Background: an optimization exercise with open tools, aiming at small area. Do not read the settings as production practice. Function was checked by simulation only, so behaviour that the tests miss may differ from the original.

==> job 1843 <==
Design exec, start of the top module:
module exec (
    input [36-1:0] ir,
    input [15:0]  off,
    input [15:0]  imm,
    output [15:0] cs,
    output [15:0] ip,
    output        of,
    output        zf,
    output        cx_zero,
    input         clk,
    input         rst,
    input [15:0]  memout,
    output [15:0] wr_data,
    output [19:0] addr,
    output        we,
    output        m_io,
    output        byteop,
    input         block,
    output        div_exc,
    input         wrip0,
    output        ifl
  );
Settings: LEC_CHECK=0, ABC_AREA=1, CAP_MARGIN=20, CORE_MARGIN=2, CORE_UTILIZATION=45, SLEW_MARGIN=20; clock period 18.0 ns.
run.sh (not shown) runs the stock make flow with config.mk's settings and CLKGATE_MAP_FILE= SYNTH_SCRIPT=/design/flow/synth_recipe.tcl, a recipe that flattens the netlist after the stock synthesis.
==> inputs of job 6108, as changes to job 1843 <==
--- a/flow/design.v
+++ b/flow/design.v
@@ -128,33 +128,35 @@
   assign fi[0] = {rzs, rqs, iovf};
   genvar k;
   generate
     for (k = 1; k <= 17; k = k + 1) begin : st
       div_step u (.wi(wi[k-1]), .d(di[k-1]), .wo(wc[k]));
       if (k % K == 0 && k < 17) begin : r
-        reg [34:0] w;
+        reg [33:0] w;
         reg [15:0] d;
         reg [ 2:0] f;
         always @(posedge clk) begin
-          w <= wc[k];
+          w <= wc[k][34:1];
           d <= di[k-1];
           f <= fi[k-1];
         end
-        assign wi[k] = w;
+        assign wi[k] = {w, ~w[33]};
         assign di[k] = d;
         assign fi[k] = f;
       end else begin : c
         assign wi[k] = wc[k];
         assign di[k] = di[k-1];
         assign fi[k] = fi[k-1];
       end
     end
   endgenerate
   wire [17:0] h17 = wi[17][34:17];
   wire [16:0] uq  = wi[17][16:0];
-  wire [16:0] us  = h17[16:0] + (h17[17] ? {1'b0, di[17]} : 17'd0);
+  wire [16:0] us;
+  wire        usc;
+  rca #(17) rst (.x(h17[16:0]), .y({1'b0, di[17] & {16{h17[17]}}}), .ci(1'b0), .z(us), .co(usc));
   wire [17:0] sq  = fi[17][1] ? -{1'b0, uq} : {1'b0, uq};
   wire [15:0] ss  = fi[17][2] ? -us[15:0] : us[15:0];
   wire        ov  = fi[17][0];
   wire        dz  = ~|di[17];
   wire        c0  = ov | (sq[17:16] == 2'b00);
   wire        c1  = ov | (sq[17:16] == 2'b11);
@@ -685,14 +687,17 @@
     if (sl)       a = 5'd16 - n;
     else if (rox) a = w ? (func[0] ? 5'd16 - n[3:0] : {1'b0, n[3:0]})
                         : (func[0] ? 5'd8 - n[2:0] : {2'b0, n[2:0]});
     else if (rcx) a = w ? (func[0] ? 5'd17 - k17 : k17)
                         : (func[0] ? 5'd9 - k9 : {1'b0, k9});
     else          a = (n > 5'd17) ? 5'd17 : n;
-  wire [34:0] sh = f >> a;
-  wire [17:0] r  = sh[17:0];
+  wire [32:0] s16 = a[4] ? {14'd0, f[34:16]} : f[32:0];
+  wire [24:0] s8  = a[3] ? s16[32:8] : s16[24:0];
+  wire [20:0] s4  = a[2] ? s8[24:4]  : s8[20:0];
+  wire [18:0] s2  = a[1] ? s4[20:2]  : s4[18:0];
+  wire [17:0] r   = a[0] ? s2[18:1]  : s2[17:0];
   wire zero = ~rot & (func == 2'b11);
   assign out = zero ? 16'h0000
              : (w ? r[16:1]
                   : (rot ? {x[15:8], r[8:1]}
                          : {{8{sar & r[8]}}, r[8:1]}));
   wire unchanged = w ? (n == 5'd0) : (n[3:0] == 4'd0);
@@ -728,17 +733,22 @@
   wire cf_cnv, cf_add, cf_mul, cf_log, cf_shi, cf_rot;
   wire of_cnv, of_add, of_mul, of_log, of_shi, of_rot;
   wire ofi, sfi, zfi, afi, pfi, cfi;
   wire ofo, sfo, zfo, afo, pfo, cfo;
   wire flags_unchanged;
   wire dexc;
-  wire [2:0] func_add = (t == 3'd7) ? {iflags[10], 2'b01} : func;
-  addsub add1 (x[15:0], y, add, func_add, word_op, cfi, cf_add, af_add, of_add);
+  wire [15:0] cnv_k;
+  wire [ 2:0] func_add = (t == 3'd7) ? {iflags[10], 2'b01}
+                       : ((t == 3'd2) ? {func[1], 2'b01} : func);
+  wire [15:0] y_add    = (t == 3'd2) ? cnv_k : y;
+  addsub add1 (x[15:0], y_add, add, func_add, word_op, cfi, cf_add, af_add, of_add);
   conv cnv2 (
     .x      (x[15:0]),
     .func   (func),
+    .sum    (add),
+    .k      (cnv_k),
     .out    (cnv),
     .iflags ({afi, cfi}),
     .oflags ({af_cnv, of_cnv, cf_cnv})
   );
   muldiv mul3 (
     .x       (x),
@@ -819,31 +829,29 @@
   assign ofo = f[2] ? (~xs & ys & os | xs & ~ys & ~os)
                     : (~xs & ~ys & os | xs & ys & ~os);
 endmodule
 module conv (
     input  [15:0] x,
     input  [ 2:0] func,
+    input  [15:0] sum,     
+    output [15:0] k,
     output [31:0] out,
     input  [ 1:0] iflags,  
     output [ 2:0] oflags   
   );
   wire        afi, cfi;
   wire        ofo, afo, cfo;
-  wire [15:0] aaa, aas;
-  wire [ 7:0] daa, tmpdaa, das, tmpdas;
-  wire [15:0] cbw, cwd;
+  wire [15:0] aaa, daa, cbw, cwd;
   wire        acond, dcond;
   wire        tmpcf;
-  mux8_16 m0(func, cbw, aaa, aas, 16'd0,
-                   cwd, {x[15:8], daa}, {x[15:8], das}, 16'd0, out[15:0]);
-  assign aaa = (acond ? (x + 16'h0106) : x) & 16'hff0f;
-  assign aas = (acond ? (x - 16'h0106) : x) & 16'hff0f;
-  assign tmpdaa = acond ? (x[7:0] + 8'h06) : x[7:0];
-  assign daa    = dcond ? (tmpdaa + 8'h60) : tmpdaa;
-  assign tmpdas = acond ? (x[7:0] - 8'h06) : x[7:0];
-  assign das    = dcond ? (tmpdas - 8'h60) : tmpdas;
+  mux8_16 m0(func, cbw, aaa, aaa, 16'd0,
+                   cwd, daa, daa, 16'd0, out[15:0]);
+  assign k   = func[2] ? {9'h000, dcond, dcond, 2'b00, acond, acond, 1'b0}
+                       : {7'h00, acond, 5'h00, acond, acond, 1'b0};
+  assign aaa = sum & 16'hff0f;
+  assign daa = {x[15:8], sum[7:0]};
   assign               cbw   = { { 8{x[ 7]}}, x[7:0] };
   assign { out[31:16], cwd } = { {16{x[15]}}, x      };
   assign acond = ((x[7:0] & 8'h0f) > 8'h09) | afi;
   assign dcond = (x[7:0] > 8'h99) | cfi;
   assign afi = iflags[1];
   assign cfi = iflags[0];
@@ -918,18 +926,21 @@
 endmodule
 module bitlog(x, y, out, func, cfo, ofo);
   input  [15:0] x, y;
   input  [2:0]  func;
   output [15:0] out;
   output        cfo, ofo;
-  wire [15:0] and_n, or_n, not_n, xor_n;
-  mux8_16 m0(func, and_n, or_n, not_n, xor_n, 16'd0, 16'd0, 16'd0, 16'd0, out);
-  assign and_n  = x & y;
-  assign or_n   = x | y;
-  assign not_n  = ~x;
-  assign xor_n  = x ^ y;
+  wire [3:0] k = func[2] ? 4'b0000
+               : (func[1] ? (func[0] ? 4'b0110 : 4'b0011)
+                          : (func[0] ? 4'b1110 : 4'b1000));
+  genvar i;
+  generate
+    for (i = 0; i < 16; i = i + 1) begin : b
+      assign out[i] = x[i] ? (y[i] ? k[3] : k[2]) : (y[i] ? k[1] : k[0]);
+    end
+  endgenerate
   assign cfo = 1'b0;
   assign ofo = 1'b0;
 endmodule
 module othop (x, y, seg, off, iflags, func, word_op, strf, out, oflags);
   input [15:0] x, y, off, seg, iflags, strf;
   input [2:0] func;
@@ -1021,47 +1032,47 @@
     input         a_byte,
     input         b_byte,
     input         c_byte,
     output        cx_zero,
     input         wr_ip0
   );
-  reg  [15:0] r [0:15];
+  reg  [15:0] rn [0:15];    
   wire [255:0] rv;
   genvar i;
   generate
     for (i = 0; i < 16; i = i + 1) begin : v
-      assign rv[16*i+15:16*i] = r[i];
+      assign rv[16*i+15:16*i] = ~rn[i];
     end
   endgenerate
   regrd pa (.r(rv), .addr(addr_a), .byte_(a_byte), .o(a));
   regrd pb (.r(rv), .addr(addr_b), .byte_(b_byte), .o(b));
   regrd pc (.r(rv), .addr(addr_c), .byte_(c_byte), .o(c));
-  assign s  = r[{2'b10,addr_s}];
-  assign cs = r[9];
-  assign ip = r[15];
-  assign cx_zero = (addr_d==4'd1) ? (d==16'd0) : (r[1]==16'd0);
+  assign s  = ~rn[{2'b10,addr_s}];
+  assign cs = ~rn[9];
+  assign ip = ~rn[15];
+  assign cx_zero = (addr_d==4'd1) ? (d==16'd0) : (rn[1]==16'hffff);
   wire        full  = word_op | (addr_d[3:2] == 2'b10);   
   wire        bhi   = ~word_op & (addr_d[3:2] == 2'b01);  
   wire [ 7:0] hd    = word_op ? d[15:8] : (bhi ? d[7:0] : {8{d[7]}});
   wire [ 7:0] lo_d  = rst ? 8'h00 : d[7:0];
   wire [ 7:0] hi_d  = rst ? 8'h00 : hd;
   wire [15:0] dec   = 16'h1 << addr_d;
   wire [15:0] wlo   = {16{wr & ~bhi}} & dec;
   wire [15:0] whi   = {16{wr}} & (({16{full}} & dec) | {12'h000, {4{bhi}} & dec[7:4]});
   integer n;
   always @(posedge clk) begin
     for (n = 0; n < 16; n = n + 1) begin
-      if (rst | wlo[n]) r[n][7:0]  <= lo_d;
-      if (rst | whi[n]) r[n][15:8] <= hi_d;
+      if (rst | wlo[n]) rn[n][7:0]  <= ~lo_d;
+      if (rst | whi[n]) rn[n][15:8] <= ~hi_d;
     end
-    if (rst | wlo[9])  r[9][7:0]   <= lo_d;
-    if (rst | whi[9])  r[9][15:8]  <= {hd[7:4] | {4{rst}}, hi_d[3:0]};
-    if (rst | wlo[15]) r[15][7:0]  <= {lo_d[7:4] | {4{rst}}, lo_d[3:0]};
-    if (rst | whi[15]) r[15][15:8] <= hd | {8{rst}};
-    if (~rst & wrhi)   r[2]  <= d[31:16];
-    if (~rst & wr_ip0) r[14] <= r[15];
+    if (rst | wlo[9])  rn[9][7:0]   <= ~lo_d;
+    if (rst | whi[9])  rn[9][15:8]  <= ~{hd[7:4] | {4{rst}}, hi_d[3:0]};
+    if (rst | wlo[15]) rn[15][7:0]  <= ~{lo_d[7:4] | {4{rst}}, lo_d[3:0]};
+    if (rst | whi[15]) rn[15][15:8] <= ~(hd | {8{rst}});
+    if (~rst & wrhi)   rn[2]  <= ~d[31:16];
+    if (~rst & wr_ip0) rn[14] <= rn[15];
   end
   always @(posedge clk)
     if (rst) flags <= 9'd0;
     else if (wrfl) flags <= iflags;
 endmodule
 `timescale 1ns/10ps
==> flow/flow/run.sh (new file) <==
#!/bin/bash
# The standard layout (the standard.sh, standard synthesis unchanged),
# with smaller port buffers and a clock tree built without dummy loads.
# ORFS writes each step's log under orfs/logs; make's own output goes to
# make_flow.log.
set -euo pipefail
export BUFFER_PORTS_ARGS="-buffer_cell sky130_fd_sc_hd__buf_2"
export CTS_ARGS="-sink_clustering_enable -repair_clock_nets -dont_use_dummy_load -sink_clustering_size 22 -sink_clustering_max_diameter 80"
bash standard.sh finish > make_flow.log 2>&1
==> flow/standard.sh (new file) <==
#!/bin/bash
# synth_recipe.tcl (not shown) runs the flow's synth.tcl, then flattens the netlist and writes it again
# the make line also repeats each setting of config.mk as NAME=value (left out here)
make -C /OpenROAD-flow-scripts/flow DESIGN_CONFIG=/design/flow/config.mk WORK_HOME=/design/flow/orfs CLKGATE_MAP_FILE= SYNTH_SCRIPT=/design/flow/synth_recipe.tcl "${@:-finish}"
CTS_CLUSTER_DIAMETER = 80   (was not set)
CTS_CLUSTER_SIZE = 22   (was not set)
GPL_TIMING_DRIVEN = 0   (was not set)
removed: flow/run.sh
==> inputs of job 8555, as changes to job 1843 <==
--- a/flow/design.v
+++ b/flow/design.v
@@ -128,21 +128,21 @@
   assign fi[0] = {rzs, rqs, iovf};
   genvar k;
   generate
     for (k = 1; k <= 17; k = k + 1) begin : st
       div_step u (.wi(wi[k-1]), .d(di[k-1]), .wo(wc[k]));
       if (k % K == 0 && k < 17) begin : r
-        reg [34:0] w;
+        reg [33:0] w;
         reg [15:0] d;
         reg [ 2:0] f;
         always @(posedge clk) begin
-          w <= wc[k];
+          w <= wc[k][34:1];
           d <= di[k-1];
           f <= fi[k-1];
         end
-        assign wi[k] = w;
+        assign wi[k] = {w, ~w[33]};
         assign di[k] = d;
         assign fi[k] = f;
       end else begin : c
         assign wi[k] = wc[k];
         assign di[k] = di[k-1];
         assign fi[k] = fi[k-1];
@@ -685,14 +685,17 @@
     if (sl)       a = 5'd16 - n;
     else if (rox) a = w ? (func[0] ? 5'd16 - n[3:0] : {1'b0, n[3:0]})
                         : (func[0] ? 5'd8 - n[2:0] : {2'b0, n[2:0]});
     else if (rcx) a = w ? (func[0] ? 5'd17 - k17 : k17)
                         : (func[0] ? 5'd9 - k9 : {1'b0, k9});
     else          a = (n > 5'd17) ? 5'd17 : n;
-  wire [34:0] sh = f >> a;
-  wire [17:0] r  = sh[17:0];
+  wire [32:0] s16 = a[4] ? {14'd0, f[34:16]} : f[32:0];
+  wire [24:0] s8  = a[3] ? s16[32:8] : s16[24:0];
+  wire [20:0] s4  = a[2] ? s8[24:4]  : s8[20:0];
+  wire [18:0] s2  = a[1] ? s4[20:2]  : s4[18:0];
+  wire [17:0] r   = a[0] ? s2[18:1]  : s2[17:0];
   wire zero = ~rot & (func == 2'b11);
   assign out = zero ? 16'h0000
              : (w ? r[16:1]
                   : (rot ? {x[15:8], r[8:1]}
                          : {{8{sar & r[8]}}, r[8:1]}));
   wire unchanged = w ? (n == 5'd0) : (n[3:0] == 4'd0);
@@ -728,17 +731,22 @@
   wire cf_cnv, cf_add, cf_mul, cf_log, cf_shi, cf_rot;
   wire of_cnv, of_add, of_mul, of_log, of_shi, of_rot;
   wire ofi, sfi, zfi, afi, pfi, cfi;
   wire ofo, sfo, zfo, afo, pfo, cfo;
   wire flags_unchanged;
   wire dexc;
-  wire [2:0] func_add = (t == 3'd7) ? {iflags[10], 2'b01} : func;
-  addsub add1 (x[15:0], y, add, func_add, word_op, cfi, cf_add, af_add, of_add);
+  wire [15:0] cnv_k;
+  wire [ 2:0] func_add = (t == 3'd7) ? {iflags[10], 2'b01}
+                       : ((t == 3'd2) ? {func[1], 2'b01} : func);
+  wire [15:0] y_add    = (t == 3'd2) ? cnv_k : y;
+  addsub add1 (x[15:0], y_add, add, func_add, word_op, cfi, cf_add, af_add, of_add);
   conv cnv2 (
     .x      (x[15:0]),
     .func   (func),
+    .sum    (add),
+    .k      (cnv_k),
     .out    (cnv),
     .iflags ({afi, cfi}),
     .oflags ({af_cnv, of_cnv, cf_cnv})
   );
   muldiv mul3 (
     .x       (x),
@@ -819,31 +827,29 @@
   assign ofo = f[2] ? (~xs & ys & os | xs & ~ys & ~os)
                     : (~xs & ~ys & os | xs & ys & ~os);
 endmodule
 module conv (
     input  [15:0] x,
     input  [ 2:0] func,
+    input  [15:0] sum,     
+    output [15:0] k,
     output [31:0] out,
     input  [ 1:0] iflags,  
     output [ 2:0] oflags   
   );
   wire        afi, cfi;
   wire        ofo, afo, cfo;
-  wire [15:0] aaa, aas;
-  wire [ 7:0] daa, tmpdaa, das, tmpdas;
-  wire [15:0] cbw, cwd;
+  wire [15:0] aaa, daa, cbw, cwd;
   wire        acond, dcond;
   wire        tmpcf;
-  mux8_16 m0(func, cbw, aaa, aas, 16'd0,
-                   cwd, {x[15:8], daa}, {x[15:8], das}, 16'd0, out[15:0]);
-  assign aaa = (acond ? (x + 16'h0106) : x) & 16'hff0f;
-  assign aas = (acond ? (x - 16'h0106) : x) & 16'hff0f;
-  assign tmpdaa = acond ? (x[7:0] + 8'h06) : x[7:0];
-  assign daa    = dcond ? (tmpdaa + 8'h60) : tmpdaa;
-  assign tmpdas = acond ? (x[7:0] - 8'h06) : x[7:0];
-  assign das    = dcond ? (tmpdas - 8'h60) : tmpdas;
+  mux8_16 m0(func, cbw, aaa, aaa, 16'd0,
+                   cwd, daa, daa, 16'd0, out[15:0]);
+  assign k   = func[2] ? {9'h000, dcond, dcond, 2'b00, acond, acond, 1'b0}
+                       : {7'h00, acond, 5'h00, acond, acond, 1'b0};
+  assign aaa = sum & 16'hff0f;
+  assign daa = {x[15:8], sum[7:0]};
   assign               cbw   = { { 8{x[ 7]}}, x[7:0] };
   assign { out[31:16], cwd } = { {16{x[15]}}, x      };
   assign acond = ((x[7:0] & 8'h0f) > 8'h09) | afi;
   assign dcond = (x[7:0] > 8'h99) | cfi;
   assign afi = iflags[1];
   assign cfi = iflags[0];
@@ -1021,47 +1027,47 @@
     input         a_byte,
     input         b_byte,
     input         c_byte,
     output        cx_zero,
     input         wr_ip0
   );
-  reg  [15:0] r [0:15];
+  reg  [15:0] rn [0:15];    
   wire [255:0] rv;
   genvar i;
   generate
     for (i = 0; i < 16; i = i + 1) begin : v
-      assign rv[16*i+15:16*i] = r[i];
+      assign rv[16*i+15:16*i] = ~rn[i];
     end
   endgenerate
   regrd pa (.r(rv), .addr(addr_a), .byte_(a_byte), .o(a));
   regrd pb (.r(rv), .addr(addr_b), .byte_(b_byte), .o(b));
   regrd pc (.r(rv), .addr(addr_c), .byte_(c_byte), .o(c));
-  assign s  = r[{2'b10,addr_s}];
-  assign cs = r[9];
-  assign ip = r[15];
-  assign cx_zero = (addr_d==4'd1) ? (d==16'd0) : (r[1]==16'd0);
+  assign s  = ~rn[{2'b10,addr_s}];
+  assign cs = ~rn[9];
+  assign ip = ~rn[15];
+  assign cx_zero = (addr_d==4'd1) ? (d==16'd0) : (rn[1]==16'hffff);
   wire        full  = word_op | (addr_d[3:2] == 2'b10);   
   wire        bhi   = ~word_op & (addr_d[3:2] == 2'b01);  
   wire [ 7:0] hd    = word_op ? d[15:8] : (bhi ? d[7:0] : {8{d[7]}});
   wire [ 7:0] lo_d  = rst ? 8'h00 : d[7:0];
   wire [ 7:0] hi_d  = rst ? 8'h00 : hd;
   wire [15:0] dec   = 16'h1 << addr_d;
   wire [15:0] wlo   = {16{wr & ~bhi}} & dec;
   wire [15:0] whi   = {16{wr}} & (({16{full}} & dec) | {12'h000, {4{bhi}} & dec[7:4]});
   integer n;
   always @(posedge clk) begin
     for (n = 0; n < 16; n = n + 1) begin
-      if (rst | wlo[n]) r[n][7:0]  <= lo_d;
-      if (rst | whi[n]) r[n][15:8] <= hi_d;
+      if (rst | wlo[n]) rn[n][7:0]  <= ~lo_d;
+      if (rst | whi[n]) rn[n][15:8] <= ~hi_d;
     end
-    if (rst | wlo[9])  r[9][7:0]   <= lo_d;
-    if (rst | whi[9])  r[9][15:8]  <= {hd[7:4] | {4{rst}}, hi_d[3:0]};
-    if (rst | wlo[15]) r[15][7:0]  <= {lo_d[7:4] | {4{rst}}, lo_d[3:0]};
-    if (rst | whi[15]) r[15][15:8] <= hd | {8{rst}};
-    if (~rst & wrhi)   r[2]  <= d[31:16];
-    if (~rst & wr_ip0) r[14] <= r[15];
+    if (rst | wlo[9])  rn[9][7:0]   <= ~lo_d;
+    if (rst | whi[9])  rn[9][15:8]  <= ~{hd[7:4] | {4{rst}}, hi_d[3:0]};
+    if (rst | wlo[15]) rn[15][7:0]  <= ~{lo_d[7:4] | {4{rst}}, lo_d[3:0]};
+    if (rst | whi[15]) rn[15][15:8] <= ~(hd | {8{rst}});
+    if (~rst & wrhi)   rn[2]  <= ~d[31:16];
+    if (~rst & wr_ip0) rn[14] <= rn[15];
   end
   always @(posedge clk)
     if (rst) flags <= 9'd0;
     else if (wrfl) flags <= iflags;
 endmodule
 `timescale 1ns/10ps
==> flow/flow/run.sh (new file) <==
#!/bin/bash
# The standard layout (the standard.sh, standard synthesis unchanged),
# with smaller port buffers and a clock tree built without dummy loads.
# ORFS writes each step's log under orfs/logs; make's own output goes to
# make_flow.log.
set -euo pipefail
export BUFFER_PORTS_ARGS="-buffer_cell sky130_fd_sc_hd__buf_2"
export CTS_ARGS="-sink_clustering_enable -repair_clock_nets -dont_use_dummy_load -sink_clustering_size 22 -sink_clustering_max_diameter 80"
bash standard.sh finish > make_flow.log 2>&1
==> flow/standard.sh (new file) <==
#!/bin/bash
# synth_recipe.tcl (not shown) runs the flow's synth.tcl, then flattens the netlist and writes it again
# the make line also repeats each setting of config.mk as NAME=value (left out here)
make -C /OpenROAD-flow-scripts/flow DESIGN_CONFIG=/design/flow/config.mk WORK_HOME=/design/flow/orfs CLKGATE_MAP_FILE= SYNTH_SCRIPT=/design/flow/synth_recipe.tcl "${@:-finish}"
CTS_CLUSTER_DIAMETER = 80   (was not set)
CTS_CLUSTER_SIZE = 22   (was not set)
GPL_TIMING_DRIVEN = 0   (was not set)
removed: flow/run.sh
==> impl_metrics.yaml <==
worst_setup_path:
  slowest_stage: "clkdlybuf4s15_1"
  ff2ff_setup_slack_ns: 0.94
layout:
  final_cell_mix: "919 x nand2_1, 900 x dfxtp_1, 733 x inv_1"
  reg_top3: "alu0.mul3.dut.dl: 385 flops, alu0.mul3.dut.st.r.w: 272 flops, reg0.rn: 256 flops"
  utilization: 0.495
  layout_commonest_cell: "nand2_1"
  area_share_nonclk_buffers: 0.0328
yosys:
  synthSimpleGateAreaFrac: 0.146
  syn-num-nets: 7241
  synth.avg_cell_area_um2: 9.35
clocking:
  numCtsBuffers: 78
grt:
  met2_usage: 0.575
  grt_pass1_wl_um: 384000
hold_path:
  holdPathEnd: "alu0.mul3.dut.dl[312]"
run_status:
  status: "finished clean"
floorplanning:
  die_x_um: 374
(the above is from job 8555)
==> impl_metrics.yaml <==
timing:
  setup_viol: 1
  finalWorstSetupSlack_ns: -0.0874
yosys:
  syn-num-nets: 7020
layout:
  area_share_nonclk_buffers: 0.0326
  final_cell_mix: "900 x dfxtp_1, 819 x nand2_1, 743 x inv_1"
  utilization: 0.495
  layout_commonest_cell: "dfxtp_1"
  reg_top3: "alu0.mul3.dut.dl: 385 flops, alu0.mul3.dut.st.r.w: 272 flops, reg0.rn: 256 flops"
grt:
  met2_usage: 0.522
  grt_pass1_wl_um: 371000
hold_path:
  holdPathEnd: "alu0.mul3.dut.st[2].r.w[8]"
worst_setup_path:
  slowest_stage: "o311ai_1"
  ff2ff_setup_slack_ns: 1.07
clocking:
  numCtsBuffers: 76
run_status:
  violations: "negative setup slack"
  status: "failed layout checks"
floorplanning:
  die_x_um: 370
(the above is from job 6108)
==> impl_metrics.yaml <==
run_status:
  status: "finished clean"
yosys:
  synth.avg_cell_area_um2: 9.10
  syn-num-nets: 7622
grt:
  met2_usage: 0.538
  grt_pass1_wl_um: 384000
clocking:
  numCtsBuffers: 116
layout:
  utilization: 0.521
  final_cell_mix: "1070 x nand2_1, 907 x dfxtp_1, 831 x inv_1"
  reg_top3: "alu0.mul3.dut.dl: 385 flops, alu0.mul3.dut.st.r.w: 280 flops, reg0.r: 256 flops"
floorplanning:
  die_x_um: 379
hold_path:
  holdPathEnd: "alu0.mul3.dut.st[2].r.w[5]"
(the above is from job 1843)

-- static timing again, ports no longer ideal --
The results above use ideal ports. As a check the final layouts listed here were re-extracted and re-timed, cells and wires unchanged. Step 1 (the two cells are an assumption about what drives the block):
set clk [get_ports {clk}]
set_driving_cell -lib_cell sky130_fd_sc_hd__clkbuf_16 $clk
set_driving_cell -lib_cell sky130_fd_sc_hd__buf_2 [delete_from_list [all_inputs] $clk]
Step 2 also shifts input and output timing later by t, the mid clock arrival at the registers, as if the neighbouring blocks saw the same clock. Three values: ideal ports, drivers, drivers and shift; two values: the first two.
run | shift t [ns] | slack for setup (ns) | worst setup path at the end | worst slew at a driven data input, ns | cell pins on the clock port's net
job 1843 | 0.827 | 0.826 / 0.803 / 0.803 | input to output | 0.19 | 1
job 6108 | 0.749 | -0.087 / -0.109 / -0.638 | input to register | 0.12 | 1
job 8555 | 0.720 | 0.258 / 0.222 / -0.498 | input to register | 0.12 | 1
Met with ideal ports but missed after step 2: setup timing in job 8555. For job 8555, which loses most, drivers alone change the setup slack by -0.036 ns; drivers and shift together by -0.756 ns.
